This design comes from an exercise in tuning for small area, a short achievable clock period and few clock cycles on the open sky130 flow, not from production work. No functional check of the RTL was part of this run. Power is estimated from default activity; no workload was simulated.

<file path="design/flow/flow/run.sh">
#!/bin/bash
# Standard layout, with plain buffers on the ports instead of the default delay-cell buffers.
set -euo pipefail
bash standard.sh BUFFER_PORTS_ARGS="-buffer_cell sky130_fd_sc_hd__buf_1" finish > standard.log 2>&1
</file>
<file path="design/flow/standard.sh">
#!/bin/bash
# synth_recipe.tcl (not shown) runs the flow's synth.tcl, then flattens the netlist and writes it again
# the make line also repeats each setting of config.mk as NAME=value (left out here)
make -C /OpenROAD-flow-scripts/flow DESIGN_CONFIG=/design/flow/config.mk WORK_HOME=/design/flow/orfs CLKGATE_MAP_FILE= SYNTH_SCRIPT=/design/flow/synth_recipe.tcl "${@:-finish}"
</file>
<file path="design/flow/config.mk">
export PLATFORM = sky130hd
export DESIGN_NAME = div32
export DESIGN_NICKNAME = div32
export VERILOG_FILES = /design/flow/design.v
export SDC_FILE = /design/flow/constraint.sdc
export NUM_CORES = 8
export LEC_CHECK = 0
export ABC_AREA = 1
export CAP_MARGIN = 20
export CORE_MARGIN = 2
export CORE_UTILIZATION = 40
export CTS_BUF_LIST = sky130_fd_sc_hd__clkbuf_8
export PLACE_DENSITY = 0.6
export SETUP_SLACK_MARGIN = 2.7
export SLEW_MARGIN = 20
</file>
<file path="design/flow/constraint.sdc">
create_clock -name core_clock -period 5.0 [get_ports {clk}]
set_input_delay 1.0000 -clock core_clock [delete_from_list [all_inputs] [get_ports {clk}]]
set_output_delay 1.0000 -clock core_clock [all_outputs]
set_load 0.01 [all_outputs]
</file>
<file path="design/flow/design.v">
`timescale 1ns / 1ps
module div32(
    input clk,
    input rst,
    input start,
    input [31:0] dividend,
    input [31:0] divisor,
    output [31:0] quotient,
    output [31:0] remainder,
    output reg finish
);
reg [31:0] r;       
reg [31:0] q;       
reg [31:0] d;       
reg [4:0]  za;      
reg [5:0]  j;       
reg        norm;    
reg        iter;    
assign quotient  = q;
assign remainder = r;
function [5:0] lzc32;
    input [31:0] x;
    reg [15:0] v1; reg [15:0] c1;
    reg [7:0]  v2; reg [15:0] c2;
    reg [3:0]  v3; reg [11:0] c3;
    reg [1:0]  v4; reg [7:0]  c4;
    integer i;
    begin
        for (i = 0; i < 16; i = i + 1) begin
            v1[i] = x[2*i+1] | x[2*i];
            c1[i] = ~x[2*i+1];
        end
        for (i = 0; i < 8; i = i + 1) begin
            v2[i] = v1[2*i+1] | v1[2*i];
            c2[2*i+:2] = v1[2*i+1] ? {1'b0, c1[2*i+1]} : {1'b1, c1[2*i]};
        end
        for (i = 0; i < 4; i = i + 1) begin
            v3[i] = v2[2*i+1] | v2[2*i];
            c3[3*i+:3] = v2[2*i+1] ? {1'b0, c2[2*(2*i+1)+:2]} : {1'b1, c2[2*(2*i)+:2]};
        end
        for (i = 0; i < 2; i = i + 1) begin
            v4[i] = v3[2*i+1] | v3[2*i];
            c4[4*i+:4] = v3[2*i+1] ? {1'b0, c3[3*(2*i+1)+:3]} : {1'b1, c3[3*(2*i)+:3]};
        end
        lzc32 = {~(v4[1] | v4[0]), v4[1] ? {1'b0, c4[7:4]} : {1'b1, c4[3:0]}};
    end
endfunction
wire [5:0] la = lzc32(dividend);
wire [5:0] lb = lzc32(divisor);
wire [4:0] sp = j[4:0] | ~za;                     
wire [4:0] sg = j[4:0] & ~za;                     
wire [5:0] sc;                                    
assign sc[0] = 1'b1;
assign sc[1] = sp[0];
assign sc[2] = sg[1] | (sp[1] & j[0]) | (sp[1] & ~za[0]);
assign sc[3] = sg[2] | (sp[2] & sg[1]) | (sp[2] & sp[1] & sp[0]);
assign sc[4] = sg[3] | (sp[3] & sg[2]) | (sp[3] & sp[2] & sg[1]) | (sp[3] & sp[2] & sp[1] & sp[0]);
assign sc[5] = sg[4] | (sp[4] & sg[3]) | (sp[4] & sp[3] & sg[2]) | (sp[4] & sp[3] & sp[2] & sg[1])
             | (sp[4] & sp[3] & sp[2] & sp[1] & sp[0]);
wire [5:0] sh;                                    
assign sh[0] = j[0] ^ za[0];
assign sh[1] = j[1] ^ (~za[1] ^ sc[1]);
assign sh[2] = j[2] ^ (~za[2] ^ sc[2]);
assign sh[3] = j[3] ^ (~za[3] ^ sc[3]);
assign sh[4] = j[4] ^ (~za[4] ^ sc[4]);
assign sh[5] = ~sc[5];
wire       triv = j[5] | sh[5];                   
wire [31:0] kg = r & ~d;
wire [31:0] kt = r | ~d;
wire kC_0 = r[0] | ~d[0];
wire kC_1 = kg[1] | (kt[1] & r[0]) | (kt[1] & ~d[0]);
wire kG_3_2 = kg[3] | (kt[3] & kg[2]);
wire kP_3_2 = kt[3] & kt[2];
wire kG_5_4 = kg[5] | (kt[5] & kg[4]);
wire kP_5_4 = kt[5] & kt[4];
wire kG_7_6 = kg[7] | (kt[7] & kg[6]);
wire kP_7_6 = kt[7] & kt[6];
wire kG_9_8 = kg[9] | (kt[9] & kg[8]);
wire kP_9_8 = kt[9] & kt[8];
wire kG_11_10 = kg[11] | (kt[11] & kg[10]);
wire kP_11_10 = kt[11] & kt[10];
wire kG_13_12 = kg[13] | (kt[13] & kg[12]);
wire kP_13_12 = kt[13] & kt[12];
wire kG_15_14 = kg[15] | (kt[15] & kg[14]);
wire kP_15_14 = kt[15] & kt[14];
wire kG_17_16 = kg[17] | (kt[17] & kg[16]);
wire kP_17_16 = kt[17] & kt[16];
wire kG_19_18 = kg[19] | (kt[19] & kg[18]);
wire kP_19_18 = kt[19] & kt[18];
wire kG_21_20 = kg[21] | (kt[21] & kg[20]);
wire kP_21_20 = kt[21] & kt[20];
wire kG_23_22 = kg[23] | (kt[23] & kg[22]);
wire kP_23_22 = kt[23] & kt[22];
wire kG_25_24 = kg[25] | (kt[25] & kg[24]);
wire kP_25_24 = kt[25] & kt[24];
wire kG_27_26 = kg[27] | (kt[27] & kg[26]);
wire kP_27_26 = kt[27] & kt[26];
wire kG_29_28 = kg[29] | (kt[29] & kg[28]);
wire kP_29_28 = kt[29] & kt[28];
wire kG_31_30 = kg[31] | (kt[31] & kg[30]);
wire kP_31_30 = kt[31] & kt[30];
wire kG_2_1 = kg[2] | (kt[2] & kg[1]);
wire kP_2_1 = kt[2] & kt[1];
wire kC_2 = kG_2_1 | (kP_2_1 & kC_0);
wire kC_3 = kG_3_2 | (kP_3_2 & kC_1);
wire kG_6_4 = kg[6] | (kt[6] & kG_5_4);
wire kP_6_4 = kt[6] & kP_5_4;
wire kG_7_4 = kG_7_6 | (kP_7_6 & kG_5_4);
wire kP_7_4 = kP_7_6 & kP_5_4;
wire kG_10_8 = kg[10] | (kt[10] & kG_9_8);
wire kP_10_8 = kt[10] & kP_9_8;
wire kG_11_8 = kG_11_10 | (kP_11_10 & kG_9_8);
wire kP_11_8 = kP_11_10 & kP_9_8;
wire kG_14_12 = kg[14] | (kt[14] & kG_13_12);
wire kP_14_12 = kt[14] & kP_13_12;
wire kG_15_12 = kG_15_14 | (kP_15_14 & kG_13_12);
wire kP_15_12 = kP_15_14 & kP_13_12;
wire kG_18_16 = kg[18] | (kt[18] & kG_17_16);
wire kP_18_16 = kt[18] & kP_17_16;
wire kG_19_16 = kG_19_18 | (kP_19_18 & kG_17_16);
wire kP_19_16 = kP_19_18 & kP_17_16;
wire kG_22_20 = kg[22] | (kt[22] & kG_21_20);
wire kP_22_20 = kt[22] & kP_21_20;
wire kG_23_20 = kG_23_22 | (kP_23_22 & kG_21_20);
wire kP_23_20 = kP_23_22 & kP_21_20;
wire kG_26_24 = kg[26] | (kt[26] & kG_25_24);
wire kP_26_24 = kt[26] & kP_25_24;
wire kG_27_24 = kG_27_26 | (kP_27_26 & kG_25_24);
wire kP_27_24 = kP_27_26 & kP_25_24;
wire kG_30_28 = kg[30] | (kt[30] & kG_29_28);
wire kP_30_28 = kt[30] & kP_29_28;
wire kG_31_28 = kG_31_30 | (kP_31_30 & kG_29_28);
wire kP_31_28 = kP_31_30 & kP_29_28;
wire kG_4_3 = kg[4] | (kt[4] & kg[3]);
wire kP_4_3 = kt[4] & kt[3];
wire kC_4 = kG_4_3 | (kP_4_3 & kC_2);
wire kC_5 = kG_5_4 | (kP_5_4 & kC_3);
wire kC_6 = kG_6_4 | (kP_6_4 & kC_3);
wire kC_7 = kG_7_4 | (kP_7_4 & kC_3);
wire kG_12_8 = kg[12] | (kt[12] & kG_11_8);
wire kP_12_8 = kt[12] & kP_11_8;
wire kG_13_8 = kG_13_12 | (kP_13_12 & kG_11_8);
wire kP_13_8 = kP_13_12 & kP_11_8;
wire kG_14_8 = kG_14_12 | (kP_14_12 & kG_11_8);
wire kP_14_8 = kP_14_12 & kP_11_8;
wire kG_15_8 = kG_15_12 | (kP_15_12 & kG_11_8);
wire kP_15_8 = kP_15_12 & kP_11_8;
wire kG_20_16 = kg[20] | (kt[20] & kG_19_16);
wire kP_20_16 = kt[20] & kP_19_16;
wire kG_21_16 = kG_21_20 | (kP_21_20 & kG_19_16);
wire kP_21_16 = kP_21_20 & kP_19_16;
wire kG_22_16 = kG_22_20 | (kP_22_20 & kG_19_16);
wire kP_22_16 = kP_22_20 & kP_19_16;
wire kG_23_16 = kG_23_20 | (kP_23_20 & kG_19_16);
wire kP_23_16 = kP_23_20 & kP_19_16;
wire kG_28_24 = kg[28] | (kt[28] & kG_27_24);
wire kP_28_24 = kt[28] & kP_27_24;
wire kG_29_24 = kG_29_28 | (kP_29_28 & kG_27_24);
wire kP_29_24 = kP_29_28 & kP_27_24;
wire kG_30_24 = kG_30_28 | (kP_30_28 & kG_27_24);
wire kP_30_24 = kP_30_28 & kP_27_24;
wire kG_31_24 = kG_31_28 | (kP_31_28 & kG_27_24);
wire kP_31_24 = kP_31_28 & kP_27_24;
wire kG_8_7 = kg[8] | (kt[8] & kg[7]);
wire kP_8_7 = kt[8] & kt[7];
wire kC_8 = kG_8_7 | (kP_8_7 & kC_6);
wire kC_9 = kG_9_8 | (kP_9_8 & kC_7);
wire kC_10 = kG_10_8 | (kP_10_8 & kC_7);
wire kC_11 = kG_11_8 | (kP_11_8 & kC_7);
wire kC_12 = kG_12_8 | (kP_12_8 & kC_7);
wire kC_13 = kG_13_8 | (kP_13_8 & kC_7);
wire kC_14 = kG_14_8 | (kP_14_8 & kC_7);
wire kC_15 = kG_15_8 | (kP_15_8 & kC_7);
wire kG_24_16 = kg[24] | (kt[24] & kG_23_16);
wire kP_24_16 = kt[24] & kP_23_16;
wire kG_25_16 = kG_25_24 | (kP_25_24 & kG_23_16);
wire kP_25_16 = kP_25_24 & kP_23_16;
wire kG_26_16 = kG_26_24 | (kP_26_24 & kG_23_16);
wire kP_26_16 = kP_26_24 & kP_23_16;
wire kG_27_16 = kG_27_24 | (kP_27_24 & kG_23_16);
wire kP_27_16 = kP_27_24 & kP_23_16;
wire kG_28_16 = kG_28_24 | (kP_28_24 & kG_23_16);
wire kP_28_16 = kP_28_24 & kP_23_16;
wire kG_29_16 = kG_29_24 | (kP_29_24 & kG_23_16);
wire kP_29_16 = kP_29_24 & kP_23_16;
wire kG_30_16 = kG_30_24 | (kP_30_24 & kG_23_16);
wire kP_30_16 = kP_30_24 & kP_23_16;
wire kG_31_16 = kG_31_24 | (kP_31_24 & kG_23_16);
wire kP_31_16 = kP_31_24 & kP_23_16;
wire kG_16_15 = kg[16] | (kt[16] & kg[15]);
wire kP_16_15 = kt[16] & kt[15];
wire kC_16 = kG_16_15 | (kP_16_15 & kC_14);
wire kC_17 = kG_17_16 | (kP_17_16 & kC_15);
wire kC_18 = kG_18_16 | (kP_18_16 & kC_15);
wire kC_19 = kG_19_16 | (kP_19_16 & kC_15);
wire kC_20 = kG_20_16 | (kP_20_16 & kC_15);
wire kC_21 = kG_21_16 | (kP_21_16 & kC_15);
wire kC_22 = kG_22_16 | (kP_22_16 & kC_15);
wire kC_23 = kG_23_16 | (kP_23_16 & kC_15);
wire kC_24 = kG_24_16 | (kP_24_16 & kC_15);
wire kC_25 = kG_25_16 | (kP_25_16 & kC_15);
wire kC_26 = kG_26_16 | (kP_26_16 & kC_15);
wire kC_27 = kG_27_16 | (kP_27_16 & kC_15);
wire kC_28 = kG_28_16 | (kP_28_16 & kC_15);
wire kC_29 = kG_29_16 | (kP_29_16 & kC_15);
wire kC_30 = kG_30_16 | (kP_30_16 & kC_15);
wire kC_31 = kG_31_16 | (kP_31_16 & kC_15);
wire [32:0] sub;
assign sub[0] = r[0] ^ d[0];
assign sub[1] = r[1] ^ (~d[1] ^ kC_0);
assign sub[2] = r[2] ^ (~d[2] ^ kC_1);
assign sub[3] = r[3] ^ (~d[3] ^ kC_2);
assign sub[4] = r[4] ^ (~d[4] ^ kC_3);
assign sub[5] = r[5] ^ (~d[5] ^ kC_4);
assign sub[6] = r[6] ^ (~d[6] ^ kC_5);
assign sub[7] = r[7] ^ (~d[7] ^ kC_6);
assign sub[8] = r[8] ^ (~d[8] ^ kC_7);
assign sub[9] = r[9] ^ (~d[9] ^ kC_8);
assign sub[10] = r[10] ^ (~d[10] ^ kC_9);
assign sub[11] = r[11] ^ (~d[11] ^ kC_10);
assign sub[12] = r[12] ^ (~d[12] ^ kC_11);
assign sub[13] = r[13] ^ (~d[13] ^ kC_12);
assign sub[14] = r[14] ^ (~d[14] ^ kC_13);
assign sub[15] = r[15] ^ (~d[15] ^ kC_14);
assign sub[16] = r[16] ^ (~d[16] ^ kC_15);
assign sub[17] = r[17] ^ (~d[17] ^ kC_16);
assign sub[18] = r[18] ^ (~d[18] ^ kC_17);
assign sub[19] = r[19] ^ (~d[19] ^ kC_18);
assign sub[20] = r[20] ^ (~d[20] ^ kC_19);
assign sub[21] = r[21] ^ (~d[21] ^ kC_20);
assign sub[22] = r[22] ^ (~d[22] ^ kC_21);
assign sub[23] = r[23] ^ (~d[23] ^ kC_22);
assign sub[24] = r[24] ^ (~d[24] ^ kC_23);
assign sub[25] = r[25] ^ (~d[25] ^ kC_24);
assign sub[26] = r[26] ^ (~d[26] ^ kC_25);
assign sub[27] = r[27] ^ (~d[27] ^ kC_26);
assign sub[28] = r[28] ^ (~d[28] ^ kC_27);
assign sub[29] = r[29] ^ (~d[29] ^ kC_28);
assign sub[30] = r[30] ^ (~d[30] ^ kC_29);
assign sub[31] = r[31] ^ (~d[31] ^ kC_30);
assign sub[32] = ~kC_31;
wire        ge  = ~sub[32];
wire        take = iter & ge;
wire [31:0] flip = {32{take}} & (r ^ sub[31:0]);
always @(posedge clk or posedge rst) begin
    if (rst) begin
        finish <= 1'b0;
        norm   <= 1'b0;
        iter   <= 1'b0;
    end else if (start) begin
        finish <= 1'b0;
        norm   <= 1'b1;
        iter   <= 1'b0;
    end else if (norm) begin
        norm   <= 1'b0;
        finish <= triv;
        iter   <= ~triv;
    end else if (iter) begin
        if (j[4:0] == 5'd0) begin
            iter   <= 1'b0;
            finish <= 1'b1;
        end
    end
end
always @(posedge clk) begin
    za <= la[4:0];
    if (start) begin
        r <= dividend;
        d <= divisor;
        j <= lb;
    end else begin
        if (norm & j[5]) r <= 32'b0;      
        else             r <= r ^ flip;
        if (norm) begin
            d <= d << sh[4:0];
            j <= sh;
        end else begin
            d <= d >> 1;
            j <= j - 6'd1;
        end
    end
    if (norm)      q <= 32'b0;
    else if (iter) q <= {q[30:0], ge};
end
endmodule
</file>
==> impl_metrics.tcl <==
set metrics [dict create \
    drt-total-wl_um 30700 \
    synth.distinct_cells 50 \
    dp.cells 1789 \
    avgSynthCellArea_um2 5.79 \
    synth_largest_area_cell "dfxtp_1" \
    min_period_over_period 0.438 \
    holdCritPathClass "in2async" \
    die_w_um 148 \
    start_util 0.409 \
    routed_via_density 5.34 \
    leakagePower_nw 4.66 \
    slew_headroom 0.518 \
    critical_path_class "reg2reg" \
    ant_nets 0 \
    cts_tree "built" \
    crit_path_end_kind "flip-flop" \
    grt_overflow 0 \
    core_um2 20300 \
    drt-pass1-iter-count 5 \
    grt_max_degree 56 \
    ios 132 \
    power_density_nw_per_um2 457 \
    yosys.area_share.simple 0.401 \
    yosysMostFrequentCell "nand2_1" \
    antenna_found_initial 0 \
    startpoint_type "flip-flop" \
    slew_viol_final 0 \
    dp_slack_ns 1.89 \
    area_delta_synth_final_pct 15.8 \
    post_synth_fa_ha_maj_area_fraction 0.00452 \
    max-clock-path-buffers 2 \
    synth_seq_area_share 0.269 \
    netlist_top_cells_area "dfxtp_1 25%, nand2_1 22%, nor2_1 7.8%" \
    critPathMaxFanout 25 \
    path_common_cell "nand2_1" \
    dr_wl_met2_um 13300 \
    antennaDiodeCount 0 \
    cts_buffers 9 \
    fp-row-count 52 \
    path_cells "inv_2 > ha_4 > inv_1 > nand2_1 > nand2_2 > buf_12 > inv_6 > o21ai_0 > inv_1 > nand2_1 > o21ai_1 > nand2_1 > nand3_1 > nand3_1" \
    post-route-min-period_ns 2.19 \
    fill_cells 2254 \
    ir_drop_v 0.000155 \
    status "finished clean" \
    yosysWarnings 1 \
    crit_slowest_cell "dfxtp_1" \
    cp_top_family "buffers and inverters" \
    clk_pin_slew_ns 0.12 \
    syn-instance-count 1435 \
    synth_compound_area_frac 0.188 \
    drc_errors 0 \
    io_buffers 131 \
    clkLatencyLatePin_ns 0.41 \
    synthXorXnorAreaFrac 0.0167 \
    tns_ns 0 \
    reg2reg_depth 14 \
    cp_num_buf_inv 5 \
    r2r_slack_ns 2.81 \
    routabilityCongestion 0.951 \
    drtIter0Drc 811 \
    vias 9792 \
    async_flop_share 0.0273 \
    rr_startpoint "j[0]" \
    worst-path-stages 14 \
    syn_nets 1505 \
    grt_use_total 0.272 \
    hold_buffers 0 \
    synth_common_cells "476 x nand2_1, 173 x nor2_1, 155 x inv_1, 129 x o21ai_0, 105 x dfxtp_1" \
    clockRootBuffer "clkbuf_8" \
    htree_num_levels 3 \
    die_h_um 148 \
    clkSinkCount 110 \
    synth-edff-count 2 \
    m1WireLength_um 13500 \
    final_layout_size_suffix_gt1_frac 0.0907 \
    syn_area_um2 8310 \
    synth_mux_area_frac 0.00602 \
    grt_pass1_vias 8907 \
    dr.max_layer_used "met4" \
    fp.dieArea_um2 21900 \
    synth_top_family_by_area "simple AND/OR/NAND/NOR gates" \
    max_freq_mhz 456 \
    r2r-end "d[30]" \
    nNetsFinal 1630 \
    wl_met3_um 2540 \
    worst_slack_ns 2.81 \
    synth_top_area_frac 0.253 \
    ys.flop_type "dfxtp_1" \
    hold_viol 0 \
    final_cells 1835 \
    arrival_ns 2.37 \
    clock_skew_ns 0.0155 \
    rsz0062_at_grt "true" \
    slowest_delay_ns 0.33 \
    synth_seq_cells 110 \
    critical_path_required_ns 5.18 \
    drt-wirelength-per-cell_um 16.7 \
    cap_violations 0 \
    hpwl_um 21800 \
    grt_pass1_wl_um 47200 \
    finalSetupViolCount 0 \
    worst_pin_slew_ns 0.722 \
]
registers in the layout (all words and copies together), names as in the netlist:
name and flops:
q 32, norm 1, finish 1, d 32
iter 1, j 6, r 32, za 5
worst reg2reg max path: stages, from the launching register on:
cell and delay [ns]:
dfxtp_1 0.33, inv_2 0.14, ha_4 0.16, inv_1 0.04
nand2_1 0.06, nand2_2 0.11, buf_12 0.18, inv_6 0.20
o21ai_0 0.14, inv_1 0.10, nand2_1 0.05, o21ai_1 0.13
nand2_1 0.13, nand3_1 0.11, nand3_1 0.06
metrics by stage:
stage / hold WS, ns / cell area [um2] / util / total power [W]
after floorplan: 0.461 / 8310 / - / 0.00296
after global placement: 0.478 / 8920 / 0.439 / 0.00353
after detailed placement: 0.485 / 8920 / 0.439 / 0.00354
after CTS: 0.414 / 9340 / 0.460 / 0.00419
after global routing: 0.431 / 9620 / 0.474 / 0.00477
final: 0.428 / 9620 / 0.474 / 0.00440
worst max-delay path by stage:
stage                      from     to
floorplan           divisor[30]   j[0]
global placement          start   r[1]
detailed placement        start   r[1]
CTS                 divisor[30]   j[0]
global route               j[0]  d[26]
finish                     j[0]  d[30]
per-layer routing:
layer  vias up  global-route usage
met4         0               0.123
met2       449               0.422
met1      4424               0.369
met3        73              0.0479
li1       4846                   -
met5         -                   0
cells by family after synthesis:
kind of cell,count (synthesis)
AO/OA/AOI/OAI,272
XOR/XNOR,15
adder cells (fa/ha/maj),3
buffers and inverters,229
flip-flops,110
multiplexers,5
AND/OR/NAND/NOR,801
cells in the final DEF, fill, tap and decap left out, types with 5 or more instances in the layout:
master / netlist / layout
o31ai_1: 8 / 8
nand2_2: 11 / 12
buf_1: 1 / 130
buf_12: 0 / 5
inv_1: 155 / 148
nor2_1: 173 / 168
a22oi_1: 20 / 20
a21oi_4: 3 / 5
nor2_2: 7 / 12
nand2_1: 476 / 473
a21oi_1: 53 / 50
nand2_4: 5 / 5
mux2i_1: 5 / 5
a21oi_2: 4 / 6
o21ai_1: 27 / 33
nand3_1: 84 / 84
dfxtp_2: 0 / 5
clkbuf_8: 0 / 10
nand3b_1: 15 / 15
buf_4: 10 / 22
xor2_1: 10 / 9
dfxtp_1: 105 / 100
inv_2: 17 / 19
nand4_1: 7 / 7
o21ai_0: 129 / 121
o221ai_1: 10 / 10
nor3_1: 10 / 8
where the power goes:
group | switching (W) | internal, W | total, W
Sequential | 0.000203 | 0.00105 | 0.00126
Clock | 0.000362 | 0.000189 | 0.000551
Combinational | 0.00171 | 0.000888 | 0.00259
layout make-up:
cell class	instances	area [um2]	share of cell area
well taps	270	338	0.0351
clock inverters	7	55.1	0.00572
clock buffers	9	124	0.0129
repair inverters	2	12.5	0.00130
repair buffers	166	896	0.0931
flip-flops and latches	110	2240	0.233
multi-input cells	1098	5280	0.549
inverters	173	668	0.0695
repair_timing:
action	CTS	global route
pin swaps	4	9
resized for setup	23	41
gates cloned	3	4
setup endpoints to repair	67	67
buffers inserted	13	10

-- port drivers added, routing unchanged --
No port has a modelled driver above. Below, the same layout with a new extraction and two added sets of constraints. Step 1, drivers: a clkbuf_16 drives clk and a buf_2 each remaining input, both assumed. Step 2, shift: input delay + t, output delay - t, t = (earliest + latest rising clock arrival at the registers) / 2. This alone moves slack from input paths to output paths. Slacks: ideal / step 1 / step 2; pairs: ideal / step 1.
shift t [ns]: 0.447
setup WS [ns]: 2.809 / 2.809 / 2.402
hold slack, ns: 0.428 / 0.413 / 0.508
clock arrival spread, ns: 0.015 / 0.015
cell pins on the clock port's net: 1
After both steps setup and hold are still met in this run. The setup slack of this run moves by 0.000 ns with the drivers and by -0.407 ns with both steps.
